Context: an optimization exercise on an open-source flow, tuned for small area, a short achievable clock period and few clock cycles. The choices shown serve that exercise and are no tape-out recipe. The RTL was checked by simulation tests, not by an equivalence proof against the original design. Power figures rest on the tool's default switching activity, not on a simulated workload.

### flow/run.sh
#!/bin/bash
# synth_recipe.tcl (not shown) runs the flow's synth.tcl, then flattens the netlist and writes it again
# the make line also repeats each setting of config.mk as NAME=value (left out here)
make -C /OpenROAD-flow-scripts/flow DESIGN_CONFIG=/design/flow/config.mk WORK_HOME=/design/flow/orfs CLKGATE_MAP_FILE= SYNTH_SCRIPT=/design/flow/synth_recipe.tcl finish
### flow/config.mk
export PLATFORM = sky130hd
export DESIGN_NAME = core
export DESIGN_NICKNAME = core
export VERILOG_FILES = /design/flow/design.v
export SDC_FILE = /design/flow/constraint.sdc
export NUM_CORES = 4
export LEC_CHECK = 0
export CAP_MARGIN = 20
export CELL_PAD_IN_SITES_DETAIL_PLACEMENT = 1
export CELL_PAD_IN_SITES_GLOBAL_PLACEMENT = 2
export CORE_MARGIN = 2
export CORE_UTILIZATION = 35
export PLACE_DENSITY = 0.55
export SETUP_SLACK_MARGIN = 1.0
export SLEW_MARGIN = 20
### flow/constraint.sdc
create_clock -name core_clock -period 11.0 [get_ports {clk_i}]
set_input_delay 2.2000 -clock core_clock [delete_from_list [all_inputs] [get_ports {clk_i}]]
set_output_delay 2.2000 -clock core_clock [all_outputs]
set_load 0.01 [all_outputs]
### flow/design.v
package rv32i_pkg;
  parameter REG_WIDTH = 32;
  parameter [6:0] OP_LUI     = 7'b0110111;  
  parameter [6:0] OP_AUIPC   = 7'b0010111;  
  parameter [6:0] OP_JAL     = 7'b1101111;  
  parameter [6:0] OP_BRANCH  = 7'b1100011;  
  parameter [6:0] OP_STORE   = 7'b0100011;  
  parameter [6:0] OP_ALU     = 7'b0110011;  
  parameter [6:0] OP_JALR    = 7'b1100111;  
  parameter [6:0] OP_LOAD    = 7'b0000011;  
  parameter [6:0] OP_ALUI    = 7'b0010011;  
  parameter [6:0] OP_FENCE   = 7'b0001111;  
  parameter [6:0] OP_SYSTEM  = 7'b1110011;  
  parameter [5:0] OP_ALU_NOP  = 6'b000000;
  parameter [5:0] OP_ALU_ADD  = 6'b011001;  
  parameter [5:0] OP_ALU_SUB  = 6'b011011;  
  parameter [5:0] OP_ALU_AND  = 6'b011101;  
  parameter [5:0] OP_ALU_OR   = 6'b011111;  
  parameter [5:0] OP_ALU_XOR  = 6'b100001;  
  parameter [5:0] OP_ALU_SLT  = 6'b100011;  
  parameter [5:0] OP_ALU_SLTU = 6'b100101;  
  parameter [5:0] OP_ALU_SLL  = 6'b100111;  
  parameter [5:0] OP_ALU_SRL  = 6'b101001;  
  parameter [5:0] OP_ALU_SRA  = 6'b101011;  
  parameter [2:0] BRANCH_BEQ      = 3'b000;  
  parameter [2:0] BRANCH_BNE      = 3'b001;  
  parameter [2:0] BRANCH_BLT      = 3'b100;  
  parameter [2:0] BRANCH_BGE      = 3'b101;  
  parameter [2:0] BRANCH_BLTU     = 3'b110;  
  parameter [2:0] BRANCH_BGEU     = 3'b111;  
  parameter [2:0] BRANCH_JAL_JALR = 3'b010;  
endpackage
import rv32i_pkg::*;
module alu (
    input   logic [5:0]           op_i,
    input   logic [REG_WIDTH-1:0] a_i,   
    input   logic [REG_WIDTH-1:0] b_i,   
    output  logic [REG_WIDTH-1:0] res_o
);
  always_comb begin : calculate_result
    case (op_i)
      OP_ALU_ADD: res_o = a_i           +   b_i;
      OP_ALU_SUB: res_o = a_i           -   b_i;
      OP_ALU_AND: res_o = a_i           &   b_i;
      OP_ALU_OR : res_o = a_i           |   b_i;
      OP_ALU_XOR: res_o = a_i           ^   b_i;
      OP_ALU_SLL: res_o = a_i           <<  b_i[4:0];
      OP_ALU_SRL: res_o = a_i           >>  b_i[4:0];
      OP_ALU_SRA: res_o = $signed(a_i)  >>> b_i[4:0];
      OP_ALU_SLT: res_o = ($signed(a_i) < $signed(b_i)) ? 32'd1 : 32'd0;
      OP_ALU_SLTU:res_o = (a_i          <         b_i)  ? 32'd1 : 32'd0;
      default:    res_o = {REG_WIDTH{1'b0}};
    endcase
  end
endmodule
import rv32i_pkg::*;
module branch_unit (
    input   logic [2:0]           op_i,
    input   logic                 branch,
    input   logic [REG_WIDTH-1:0] a_i,       
    input   logic [REG_WIDTH-1:0] b_i,       
    output  logic                 branch_o
);
  always_comb begin : calculate_result
    branch_o = 1'b0;
    if (branch) begin
      case (op_i)
        BRANCH_BEQ      : branch_o =         a_i  ==          b_i;
        BRANCH_BNE      : branch_o =         a_i  !=          b_i;
        BRANCH_BLT      : branch_o = $signed(a_i) <   $signed(b_i);
        BRANCH_BGE      : branch_o = $signed(a_i) >=  $signed(b_i);
        BRANCH_BLTU     : branch_o =         a_i  <           b_i;
        BRANCH_BGEU     : branch_o =         a_i  >=          b_i;
        BRANCH_JAL_JALR : branch_o = 1'b1;
        default         : branch_o = 1'b0;
      endcase
    end
  end
endmodule
import rv32i_pkg::*;
module controller (
    input   logic                 clk_i,
    input   logic                 rstn_i,
    input   logic [REG_WIDTH-1:0] inst_i,
    input   logic                 branch_taken_i,
    output  logic [2:0]           funct3_o,
    output  logic [REG_WIDTH-1:0] inst_o,
    output  logic                 read_inst,
    output  logic                 pc_en_o,
    output  logic [6:0]           op_o,
    output  logic                 branch_o,
    output  logic [1:0]           result_mux_o,  
    output  logic [2:0]           branch_op_o,
    output  logic                 mem_write_o,
    output  logic                 alu_src_a_o,   
    output  logic                 alu_src_b_o,   
    output  logic                 reg_write_o,
    output  logic [5:0]           alu_op_o,
    output  logic [4:0]           rs1_addr_o,
    output  logic [4:0]           rs2_addr_o,
    output  logic [4:0]           rd_addr_o
  );
  typedef enum logic [2:0] {
    STATE_FETCH,
    STATE_EXE_1,
    STATE_EXE_2,
    STATE_BOOT
  } state_t;
  state_t cur_state, nxt_state;
  always_ff @( posedge clk_i or negedge rstn_i ) begin
    if (!rstn_i) begin
      cur_state <= STATE_BOOT;
    end
    else begin
      cur_state <= nxt_state;
    end
  end
  always_comb begin
    nxt_state = STATE_FETCH;
    case (cur_state)
      STATE_FETCH : nxt_state = STATE_EXE_1;
      STATE_EXE_1 : begin
        if (op == OP_LOAD || op == OP_JAL || op == OP_JALR ||
            (op == OP_BRANCH && branch_taken_i)) begin
          nxt_state = STATE_EXE_2;
        end else begin
          nxt_state = STATE_FETCH;
        end
      end
      STATE_EXE_2 : nxt_state = STATE_FETCH;
      STATE_BOOT  : nxt_state = STATE_FETCH;
      default     : nxt_state = STATE_FETCH;
    endcase
  end
  logic [31:0] inst;
  logic [6:0] op;
  logic [2:0] funct3;
  logic [2:0] funct3_reg;
  /*verilator lint_off UNUSEDSIGNAL*/
  logic [6:0] funct7;
  /*verilator lint_on UNUSEDSIGNAL*/
  assign op         = inst[6:0];
  assign funct3     = inst[14:12];
  assign funct7     = inst[31:25];
  assign op_o       = op;
  assign rs2_addr_o = inst[24:20];
  assign rd_addr_o  = inst[11:7];
  assign funct3_o   = funct3_reg;
  always_ff @( posedge clk_i ) begin
    if (cur_state == STATE_FETCH) begin
      inst <= inst_i;
      funct3_reg <= inst_i[14:12];
    end
  end
  assign inst_o = inst;
  always_comb begin
    pc_en_o = 1'b0;
    read_inst = 1'b0;
    case (cur_state)
      STATE_FETCH:
      begin
        pc_en_o = 1'b0;
        read_inst = 1'b1;
      end
      STATE_EXE_1:
      begin
        if (op == OP_LOAD) begin
          pc_en_o = 1'b0;
        end
        else begin
          pc_en_o   = 1'b1;
        end
      end
      STATE_EXE_2:
      begin
        pc_en_o   = 1'b1;
      end
      STATE_BOOT:
      begin
        pc_en_o   = 1'b1;
      end
      default:
      begin
        pc_en_o = 1'b0;
      end
    endcase
  end
  always_comb begin
    branch_o      = '0;
    result_mux_o  = '0;
    branch_op_o   = '0;
    mem_write_o   = '0;
    alu_src_a_o   = '0;
    alu_src_b_o   = '0;
    reg_write_o   = '0;
    alu_op_o      = '0;
    rs1_addr_o    = inst[19:15];
    case (cur_state)
      STATE_FETCH:
      begin
        result_mux_o  = 2'b00;
        reg_write_o   = 1'b0;
        alu_src_a_o   = 1'b0;
        alu_src_b_o   = 1'b0;
        alu_op_o      = OP_ALU_ADD;
      end
      STATE_EXE_1:
      begin
        case (op)
          OP_ALU:
          begin
            result_mux_o  = 2'b00;  
            reg_write_o   = 1'b1;
            alu_src_a_o   = 1'b0;   
            alu_src_b_o   = 1'b0;   
            case ({funct7[5], funct3})
              4'b0000:  alu_op_o = OP_ALU_ADD;
              4'b1000:  alu_op_o = OP_ALU_SUB;
              4'b0001:  alu_op_o = OP_ALU_SLL;
              4'b0010:  alu_op_o = OP_ALU_SLT;
              4'b0011:  alu_op_o = OP_ALU_SLTU;
              4'b0100:  alu_op_o = OP_ALU_XOR;
              4'b0101:  alu_op_o = OP_ALU_SRL;
              4'b1101:  alu_op_o = OP_ALU_SRA;
              4'b0110:  alu_op_o = OP_ALU_OR;
              4'b0111:  alu_op_o = OP_ALU_AND;
              default:  alu_op_o = OP_ALU_NOP;
            endcase
          end
          OP_BRANCH:
          begin
            result_mux_o  = 2'b00;   
            alu_src_a_o   = 1'b1;    
            alu_src_b_o   = 1'b1;    
            branch_o      = 1'b1;
            alu_op_o      = OP_ALU_ADD;
            case (funct3)
              3'b000:   branch_op_o = BRANCH_BEQ;
              3'b001:   branch_op_o = BRANCH_BNE;
              3'b100:   branch_op_o = BRANCH_BLT;
              3'b101:   branch_op_o = BRANCH_BGE;
              3'b110:   branch_op_o = BRANCH_BLTU;
              3'b111:   branch_op_o = BRANCH_BGEU;
              default:  branch_op_o = BRANCH_BEQ;
            endcase
          end
        OP_STORE:
        begin
          mem_write_o = 1'b1;
          alu_src_a_o = 1'b0;  
          alu_src_b_o = 1'b1;  
          alu_op_o    = OP_ALU_ADD;
        end
        OP_JALR:
        begin
          result_mux_o  = 2'b01;   
          reg_write_o   = 1'b1;
          alu_src_a_o   = 1'b0;    
          alu_src_b_o   = 1'b1;    
          alu_op_o      = OP_ALU_ADD;
          branch_o      = 1'b1;
          branch_op_o   = BRANCH_JAL_JALR;
        end
        OP_JAL:
        begin
          result_mux_o  = 2'b01;   
          reg_write_o   = 1'b1;
          alu_src_a_o   = 1'b1;    
          alu_src_b_o   = 1'b1;    
          alu_op_o      = OP_ALU_ADD;
          branch_o      = 1'b1;
          branch_op_o   = BRANCH_JAL_JALR;
        end
        OP_LOAD:
        begin
          result_mux_o  = 2'b10;   
          reg_write_o   = 1'b0;
          alu_src_a_o   = 1'b0;    
          alu_src_b_o   = 1'b1;    
          alu_op_o      = OP_ALU_ADD;
        end
        OP_ALUI:
        begin
            result_mux_o  = 2'b00;  
            reg_write_o   = 1'b1;
            alu_src_a_o   = 1'b0;   
            alu_src_b_o   = 1'b1;   
            case (funct3)
              3'b000:   alu_op_o = OP_ALU_ADD;
              3'b010:   alu_op_o = OP_ALU_SLT;
              3'b011:   alu_op_o = OP_ALU_SLTU;
              3'b100:   alu_op_o = OP_ALU_XOR;
              3'b110:   alu_op_o = OP_ALU_OR;
              3'b111:   alu_op_o = OP_ALU_AND;
              3'b001:   alu_op_o = OP_ALU_SLL;
              3'b101: begin
                if (funct7[5] == 1'b0) begin
                  alu_op_o = OP_ALU_SRL;
                end else begin
                  alu_op_o = OP_ALU_SRA;
                end
              end
              default:  alu_op_o = OP_ALU_NOP;
            endcase
        end
        OP_FENCE:
        begin
          result_mux_o  = 2'b00;   
        end
        OP_LUI:
        begin
          result_mux_o  = 2'b00;   
          reg_write_o   = 1'b1;
          alu_src_a_o   = 1'b0;    
          alu_src_b_o   = 1'b1;    
          alu_op_o      = OP_ALU_ADD;
          rs1_addr_o    = '0;
        end
        OP_AUIPC:
        begin
          result_mux_o  = 2'b00;   
          reg_write_o   = 1'b1;
          alu_src_a_o   = 1'b1;    
          alu_src_b_o   = 1'b1;    
          alu_op_o      = OP_ALU_ADD;
        end
        OP_SYSTEM:
        begin
          result_mux_o  = 2'b00;
          reg_write_o   = 1'b0;
          alu_src_a_o   = 1'b0;
          alu_src_b_o   = 1'b0;
          alu_op_o      = OP_ALU_ADD;
        end
        default:
        begin
          result_mux_o  = 2'b00;
          reg_write_o   = 1'b0;
          alu_src_a_o   = 1'b0;
          alu_src_b_o   = 1'b0;
          alu_op_o      = OP_ALU_ADD;
        end
        endcase
      end
      STATE_EXE_2:
      begin
        if (op == OP_LOAD) begin
          result_mux_o  = 2'b10;   
          reg_write_o   = 1'b1;
          alu_src_a_o   = 1'b0;    
          alu_src_b_o   = 1'b1;    
          alu_op_o      = OP_ALU_ADD;
        end
        else begin
          result_mux_o  = 2'b00;
          reg_write_o   = 1'b0;
          alu_src_a_o   = 1'b0;
          alu_src_b_o   = 1'b0;
          alu_op_o      = OP_ALU_ADD;
        end
      end
      default:
      begin
        result_mux_o  = 2'b00;
        reg_write_o   = 1'b0;
        alu_src_a_o   = 1'b0;
        alu_src_b_o   = 1'b0;
        alu_op_o      = OP_ALU_ADD;
      end
    endcase
  end
endmodule
module rf (
    input   logic                     clk_i,
    input   logic                     rstn_i,
    input   logic                     chip_en_i,
    input   logic                     we_i,
    input   logic [31:0]              data_i,
    input   logic [4:0]               rd_addr_i,
    input   logic [4:0]               rs1_addr_i,
    input   logic [4:0]               rs2_addr_i,
    output  logic [31:0]              rs1_o,
    output  logic [31:0]              rs2_o
);
  localparam WIDTH = 32;
  localparam DEPTH = 32;
  logic [WIDTH-1:0] regs [DEPTH-1:0];
  logic [WIDTH-1:0] mux_out_1;
  logic [WIDTH-1:0] mux_out_2;
  always_ff @( posedge clk_i or negedge rstn_i ) begin : write_ff
    if (!rstn_i) begin
      for (int i = 0; i < DEPTH; i++) begin
        regs[i] <= 0;
      end
    end else begin
      if (we_i && chip_en_i) begin
        if (rd_addr_i != '0) begin
          regs[rd_addr_i] <= data_i;
        end
      end
    end
  end
  assign mux_out_1 = regs[rs1_addr_i];
  assign mux_out_2 = regs[rs2_addr_i];
  always_comb begin : output_comb
    rs1_o = '0;
    rs2_o = '0;
    if (chip_en_i) begin
      rs1_o = mux_out_1;
      rs2_o = mux_out_2;
    end
  end
endmodule
import rv32i_pkg::*;
module sign_ext_unit (
    /*verilator lint_off UNUSEDSIGNAL*/
    input   logic [REG_WIDTH-1:0] inst_i,
    /*verilator lint_on UNUSEDSIGNAL*/
    input   logic [6:0]           op_i,
    output  logic [REG_WIDTH-1:0] imm_ext_o
);
  always_comb begin
    imm_ext_o = 32'd0;
    case (op_i)
      OP_LUI, OP_AUIPC:
        imm_ext_o = {inst_i[31:12], 12'd0};
      OP_JAL:
        imm_ext_o =  {{11{inst_i[31]}},
                          inst_i[31],      
                          inst_i[19:12],   
                          inst_i[20],      
                          inst_i[30:21],   
                          1'b0};
      OP_BRANCH:
        imm_ext_o =  {{19{inst_i[31]}},
                          inst_i[31],      
                          inst_i[7],       
                          inst_i[30:25],   
                          inst_i[11:8],    
                          1'b0};
      OP_STORE:
        imm_ext_o = {{20{inst_i[31]}}, inst_i[31:25], inst_i[11:7]};
      OP_JALR, OP_LOAD, OP_ALUI:
        imm_ext_o = {{20{inst_i[31]}}, inst_i[31:20]};
      default:
        imm_ext_o = 32'd0;
    endcase
  end
endmodule
import rv32i_pkg::*;
module mem_ext_unit (
    input   logic [2:0]           op_i,    
    input   logic [REG_WIDTH-1:0] d_i,     
    input   logic [1:0]           addr_i,  
    output  logic [REG_WIDTH-1:0] d_o      
);
  always_comb begin : extend
    case (op_i)
      3'b000: begin
        case (addr_i)
          2'b00: d_o = {{24{d_i[7]}}, d_i[7:0]};      
          2'b01: d_o = {{24{d_i[15]}}, d_i[15:8]};    
          2'b10: d_o = {{24{d_i[23]}}, d_i[23:16]};   
          2'b11: d_o = {{24{d_i[31]}}, d_i[31:24]};   
        endcase
      end
      3'b001: begin
        case (addr_i[1])
          1'b0: d_o = {{16{d_i[15]}}, d_i[15:0]};     
          1'b1: d_o = {{16{d_i[31]}}, d_i[31:16]};    
        endcase
      end
      3'b010: begin
        d_o = d_i;
      end
      3'b100: begin
        case (addr_i)
          2'b00: d_o = {24'b0, d_i[7:0]};      
          2'b01: d_o = {24'b0, d_i[15:8]};     
          2'b10: d_o = {24'b0, d_i[23:16]};    
          2'b11: d_o = {24'b0, d_i[31:24]};    
        endcase
      end
      3'b101: begin
        case (addr_i[1])
          1'b0: d_o = {16'b0, d_i[15:0]};      
          1'b1: d_o = {16'b0, d_i[31:16]};     
        endcase
      end
      default: begin
        d_o = d_i;
      end
    endcase
  end
endmodule
import rv32i_pkg::*;
module mem_store_unit (
    input   logic [2:0]           op_i,      
    input   logic [REG_WIDTH-1:0] d_i,       
    input   logic [1:0]           addr_i,    
    input   logic                 we_i,
    output  logic [3:0]           we_o,      
    output  logic [REG_WIDTH-1:0] d_o        
);
  always_comb begin : store_alignment
    d_o = d_i;
    we_o = 4'b0000;
    if (we_i) begin
      case (op_i)
        3'b000: begin
          case (addr_i)
            2'b00: begin
              d_o = {24'h0, d_i[7:0]};
              we_o = 4'b0001;
            end
            2'b01: begin
              d_o = {16'h0, d_i[7:0], 8'h0};
              we_o = 4'b0010;
            end
            2'b10: begin
              d_o = {8'h0, d_i[7:0], 16'h0};
              we_o = 4'b0100;
            end
            2'b11: begin
              d_o = {d_i[7:0], 24'h0};
              we_o = 4'b1000;
            end
          endcase
        end
        3'b001: begin
          case (addr_i[1])
            1'b0: begin
              d_o = {16'h0, d_i[15:0]};
              we_o = 4'b0011;
            end
            1'b1: begin
              d_o = {d_i[15:0], 16'h0};
              we_o = 4'b1100;
            end
          endcase
        end
        3'b010: begin
          d_o = d_i;
          we_o = 4'b1111;
        end
        default: begin
          d_o = d_i;
          we_o = 4'b0000;
        end
      endcase
    end
  end
endmodule
module core (
    input   logic         clk_i,
    input   logic         rstn_i,
    output  logic [31:0]  imem_addr_o,
    input   logic [31:0]  imem_rdata_i,
    output  logic [31:0]  dmem_addr_o,
    output  logic [3:0]   dmem_we_o,
    output  logic [31:0]  dmem_wdata_o,
    input   logic [31:0]  dmem_rdata_i,
    output  logic [31:0]  reg_o
  );
  logic       mem_write;
  logic [3:0] mem_we;
  logic alu_src_a;
  logic alu_src_b;
  logic [5:0] alu_op;
  logic branch_en;
  logic branch;
  logic [2:0] branch_op;
  logic [6:0] op;
  logic [1:0] result_mux;
  logic reg_write;
  logic read_inst;
  logic [2:0] funct3;
  logic [31:0]  alu_result;
  logic [31:0]  rs1;
  logic [31:0]  rs2;
  logic [4:0]   rs1_addr;
  logic [4:0]   rs2_addr;
  logic [4:0]   rd_addr;
  logic [31:0]  result;
  logic [31:0]  res_mux_d [2:0];
  logic [31:0]  imm;
  logic [31:0]  pc;
  logic [31:0]  pc_next;
  logic [31:0]  pc_update;
  logic [31:0]  pc_last;
  logic [31:0]  inst;
  logic [31:0]  inst_mem;
  logic [31:0]  mem_raw;
  logic [31:0]  mem_ext;
  logic         pc_en;
  logic [31:0]  rs2_store;
  assign imem_addr_o  = pc;
  assign inst_mem     = imem_rdata_i;
  assign dmem_addr_o  = alu_result;
  assign dmem_we_o    = mem_we;
  assign dmem_wdata_o = rs2_store;
  assign mem_raw      = dmem_rdata_i;
  logic mem_sel_io;
  logic [31:0] out_reg;
  assign reg_o      = out_reg;
  assign mem_sel_io = (alu_result == 32'h10000);
  always_ff @(posedge clk_i or negedge rstn_i) begin
    if (!rstn_i) begin
      out_reg <= 32'd0;
    end
    else if (mem_write && mem_sel_io) begin
      out_reg <= rs2;
    end
  end
  assign res_mux_d[0] = pc;   
  assign res_mux_d[1] = mem_ext;
  assign res_mux_d[2] = alu_result;
  always_comb begin
    result = 32'd0;
    case (result_mux)
      2'b00: result = res_mux_d[2];  
      2'b01: result = res_mux_d[0];  
      2'b10: result = res_mux_d[1];  
      2'b11: result = res_mux_d[2];  
    endcase
  end
  assign pc_next    = pc + 32'd4;
  assign pc_update  = branch ? alu_result : pc_next;
  always_ff @( posedge clk_i or negedge rstn_i ) begin : program_counter
    if (!rstn_i) begin
      pc      <= 32'd0;
      pc_last <= 32'd0;
    end
    else begin
      if (pc_en) begin
        pc      <= pc_update;
        pc_last <= pc;
      end
    end
  end
  controller controller_0 (
    .clk_i        ( clk_i       ),
    .rstn_i       ( rstn_i      ),
    .inst_i       ( inst_mem    ),
    .branch_taken_i ( branch    ),
    .funct3_o     ( funct3      ),
    .inst_o       ( inst        ),
    .read_inst    ( read_inst   ),
    .pc_en_o      ( pc_en       ),
    .op_o         ( op          ),
    .branch_o     ( branch_en   ),
    .result_mux_o ( result_mux  ),
    .branch_op_o  ( branch_op   ),
    .mem_write_o  ( mem_write   ),
    .alu_src_a_o  ( alu_src_a   ),
    .alu_src_b_o  ( alu_src_b   ),
    .reg_write_o  ( reg_write   ),
    .alu_op_o     ( alu_op      ),
    .rs1_addr_o   ( rs1_addr    ),
    .rs2_addr_o   ( rs2_addr    ),
    .rd_addr_o    ( rd_addr     )
  );
  rf rf_0 (
    .clk_i      ( clk_i       ),
    .rstn_i     ( rstn_i      ),
    .chip_en_i  ( 1'b1        ),
    .we_i       ( reg_write   ),
    .data_i     ( result      ),
    .rd_addr_i  ( rd_addr     ),
    .rs1_addr_i ( rs1_addr    ),
    .rs2_addr_i ( rs2_addr    ),
    .rs1_o      ( rs1         ),
    .rs2_o      ( rs2         )
  );
  mem_store_unit mem_store_unit_0 (
    .op_i   ( funct3          ),   
    .d_i    ( rs2             ),    
    .addr_i ( alu_result[1:0] ),
    .we_i   ( mem_write       ),
    .we_o   ( mem_we          ),
    .d_o    ( rs2_store       )     
  );
  mem_ext_unit mem_ext_unit_0 (
    .op_i   ( funct3          ),
    .d_i    ( mem_raw         ),
    .addr_i ( alu_result[1:0] ),
    .d_o    ( mem_ext         )
  );
  alu alu_0 (
    .op_i       ( alu_op                      ),
    .a_i        ( alu_src_a ? pc_last   : rs1 ),
    .b_i        ( alu_src_b ? imm       : rs2 ),
    .res_o      ( alu_result                  )
  );
  branch_unit branch_unit_0 (
    .op_i       ( branch_op   ),
    .branch     ( branch_en   ),
    .a_i        ( rs1         ),
    .b_i        ( rs2         ),
    .branch_o   ( branch      )
  );
  sign_ext_unit sign_ext_unit_0 (
    .inst_i     ( inst        ),
    .op_i       ( op          ),
    .imm_ext_o  ( imm         )
  );
endmodule
==> notes.md <==
## final cells by class
cell class / count / share of cell area [%]
tap: 2838 / 3.85
antenna: 68 / 0.185
inverter: 185 / 0.758
multi-input combinational: 5924 / 48.2
timing repair buffer: 1002 / 10.1
clock inverter: 50 / 0.886
clock buffer: 204 / 4.40
sequential: 1160 / 31.6
## power groups by stage
stage               combinational, mW  clock [mW]  sequential [mW]
floorplan                        10.4           0             4.83
global placement                 20.6           0             5.16
detailed placement               20.7           0             5.16
CTS                              21.7        5.08             5.06
global route                     23.6        5.24             5.09
finish                           23.6        5.06             5.11
## cells in the mapped netlist (40+ instances only)
cell	n
o21ai_0	464
a22o_1	148
nor3_1	110
nor2_1	493
a22oi_1	364
nand2_1	794
clkbuf_1	516
a32oi_1	44
o211ai_1	60
mux2_2	723
nor4_1	47
inv_1	179
and3_1	117
a2111oi_0	40
a221oi_1	163
ha_1	141
buf_6	53
nand4_1	87
mux2i_1	177
a21oi_1	319
a31oi_1	295
dfrtp_1	1120
o22ai_1	52
a211oi_1	91
a221o_1	42
nand3_1	230
o31ai_1	121
buf_2	139
## stage by stage
stage	hold WS (ns)	total power, mW
global route	0.404	34.0
detailed placement	0.376	25.8
global placement	0.368	25.7
CTS	0.389	31.8
finish	0.389	33.8
floorplan	0.429	15.2
## metal layers
| metal | wire length, µm | GRT usage, % | part of all wire [%] | vias to the layer above |
|---|---|---|---|---|
| met5 | 646 | 1.41 | 0.11 | - |
| met4 | 57800 | 42.3 | 10 | 38 |
| met3 | 69800 | 19.7 | 12 | 2262 |
| met2 | 231000 | 70.8 | 41 | 7030 |
| met1 | 212000 | 60.6 | 37 | 43102 |
| li1 | - | - | - | 31436 |
## timing repair
item / in CTS / in global routing
gates cloned: 9 / 1
setup buffers: 188 / 46
endpoints found under the hold margin: 0 / 0
pin swaps: 58 / 54
setup endpoints to repair: 68 / 62
gates resized for setup: 284 / 194
## final timing paths
kind,end,cells past startpoint
setup / recovery,dmem_wdata_o[3],27
hold / removal,rf_0.regs[0][24],0
setup reg to reg,rf_0.regs[27][13],28
hold reg to reg,rf_0.regs[0][24],0
max in group asynchronous,rf_0.regs[12][10],3
min in group asynchronous,out_reg[1],1
## cells by family (layout without fill, tap and decap cells)
group,after synthesis,after routing,synth area share (%)
simple gates,2206,2207,14.1
fa+ha+maj,143,143,2.39
other cells,0,68,0
buf+inv,976,1441,5.85
compound gates,2627,2628,25.0
mux,936,936,13.8
flops,1160,1160,38.7
xor+xnor,10,10,0.116
==> summary.md <==
| Metric | Value |
|---|---|
| Wirelength per Cell | 50.0 µm |
| Antenna-violating nets left | 0 |
| Row cnt | 170 |
| Area of the multi-input gates | 0.0445 mm² |
| Hold Crit Class | flop to flop |
| Fmax | 96.6 MHz |
| Worst-path maximum fanout | 18 |
| Chip width | 468 µm |
| Worst Hold Launch | rf_0.regs[0][24] |
| Final Max Tran Viols | 0 |
| CTS max path bufs | 3 |
| Seq cells post-synth | 1,160 |
| Ports | 198 |
| Sw power | 19.6 mW |
| First-pass GRT wire length | 749,000 µm |
| Number of synthesized flops with an enable pin | 32 |
| Final Non-Filler Cells | 11,431 |
| Final Hold Viols | 0 |
| Full die area | 0.219 mm² |
| Dominant cells by area after synthesis | dfrtp_1 37%, mux2_2 11%, nand2_1 4.0%, a22oi_1 3.6%, o21ai_0 3.1% |
| Worst Setup SP | controller_0.inst[16] |
| Peak VDD IR | 0.494 mV |
| RSZ-0062 raised after global routing | yes |
| Req. time, crit path | 8.80 ns |
| Max_slew headroom | 11.0% |
| Slowest stage delay, CP | 0.80 ns |
| Pin count of the biggest net entering global routing | 162 |
| Post-synthesis instance area | 0.0754 mm² |
| Worst Path Buf+Inv | 8 |
| Top_reg_cell synth | dfrtp_1 |
| Fin util | 43.0% |
| Warnings from Yosys | 10 |
| Die height | 468 µm |
| Sequential fraction of the synthesis area | 38.7% |
| CP endpoint kind | primary output |
| Starting Density | 35.1% |
| Fillers | 23,720 |
| Max FFs per register | 1,024 |
| Critical path data arrival time | 8.15 ns |
| PortBufs | 197 |
| Avg Cell Area, Syn | 9.35 µm² |
| # clock sinks | 1,160 |
| H-tree levels | 4 |
| WS Path Type | flop to primary output |
| Cells after Synth | 8,058 |
| Total GRT Usage | 50.6% |
| Reg with most FFs | rf_0.regs |
| Clock Root Buffer | clkbuf_16 |
| Sum Neg Setup Slack | 0 ns |
| Cell variety after synth | 121 |
| Power per Cell Area | 366 mW/mm² |
| Placed cell area | 0.0828 mm² |
| Tmin final | 10.35 ns |
| Share of power burned in registers | 15.1% |
| FFs w/ async S/R, synth | 96.7% |
| Via/cell ratio | 7.34 |
| Leak | 38.7 nW |
| Logic pwr share | 69.9% |
| Int Pwr | 14.1 mW |
| CTS buffer count | 142 |
| Via count | 83,868 |
| Remaining DRCs | 0 |
| RePlAce Congestion | 1.08 |
| Post-synth net total | 8,267 |
| Clock Skew | 0.104 ns |
| Area share of the largest cell type after synthesis | 37.2% |
| Final HPWL DP | 404,000 µm |
| Core ar. | 0.214 mm² |
| Fin area | 0.0922 mm² |
| Dpl cells | 10,860 |
| Fin nets | 8,624 |
| Most frequent cells in the layout | 1,120 x dfrtp_1, 784 x nand2_1, 721 x mux2_2, 675 x buf_4, 448 x o21ai_0 |
| WL final | 571,000 µm |
| Layout area overhead | 22.4% |
| Initial antenna violation count | 80 |
| Most used cell, CP | buf_4 |
| CTS tree | done |
| Vias in the first global route | 79,744 |
| Worst r2r src | controller_0.inst[16] |
| Critical Path Slowest Stage Cell | nor3_4 |
| First-pass iteration count of the detailed router | 8 |
| Final setup viols | 0 |
| CP top delay family | simple AND/OR/NAND/NOR gates |
| Register area | 0.0292 mm² |
| Initial drt markers | 12,547 |
| Hold_buf cts | 0 |
| Slew at the pin with the worst max-slew slack | 1.33 ns |
| Total gr overflow | 0 |
| Leading area contributor after synthesis | dfrtp_1 |
| Fraction of layout cells with a size suffix above 1 | 26.2% |
| Clk slew on worst S/H paths | 0.07 ns |
| Status | complete, no violations |
| R2r setup slk | 2.00 ns |
| Fin worst setup slack | 0.650 ns |
| Dpl ws | -0.147 ns |
| Clock power share | 15.0% |
| Commonest non-fill, non-tap cell in the layout | dfrtp_1 |
| Critical Path Source Type | flop |
| Ratio of final minimum period to clock period | 94.1% |
| Max-cap violations | 0 |
| Worst skew pair latency | 0.88 ns |
| Net Sw Frac | 58.1% |
Testbench counts, summed over its fixed seeds: cycles 656,029.

[port drivers added, routing unchanged]
The flow's constraints put no driver on any port. The routed layout listed below was extracted and timed again, unchanged, in two steps.
Step 1 assumes that a clkbuf_16 drives the clock port and a buf_2 every other input.
Step 2 adds t to the input delays and takes it off the output delays; t is the mean of the earliest and latest rising clock arrival at the registers after step 1. Input paths then give back, and output paths get back, about the clock's delay inside the block.
Three values: no drivers, after step 1, after step 2; two values: the first two.
t, ns: 0.929
slack for setup (ns): 0.650 / 0.550 / 1.479
slew at the worst register clock pin (ns): 0.09 / 0.09
After both steps this run still meets setup and hold. For this run, drivers alone change the setup slack by -0.100 ns; drivers and shift together by +0.829 ns.
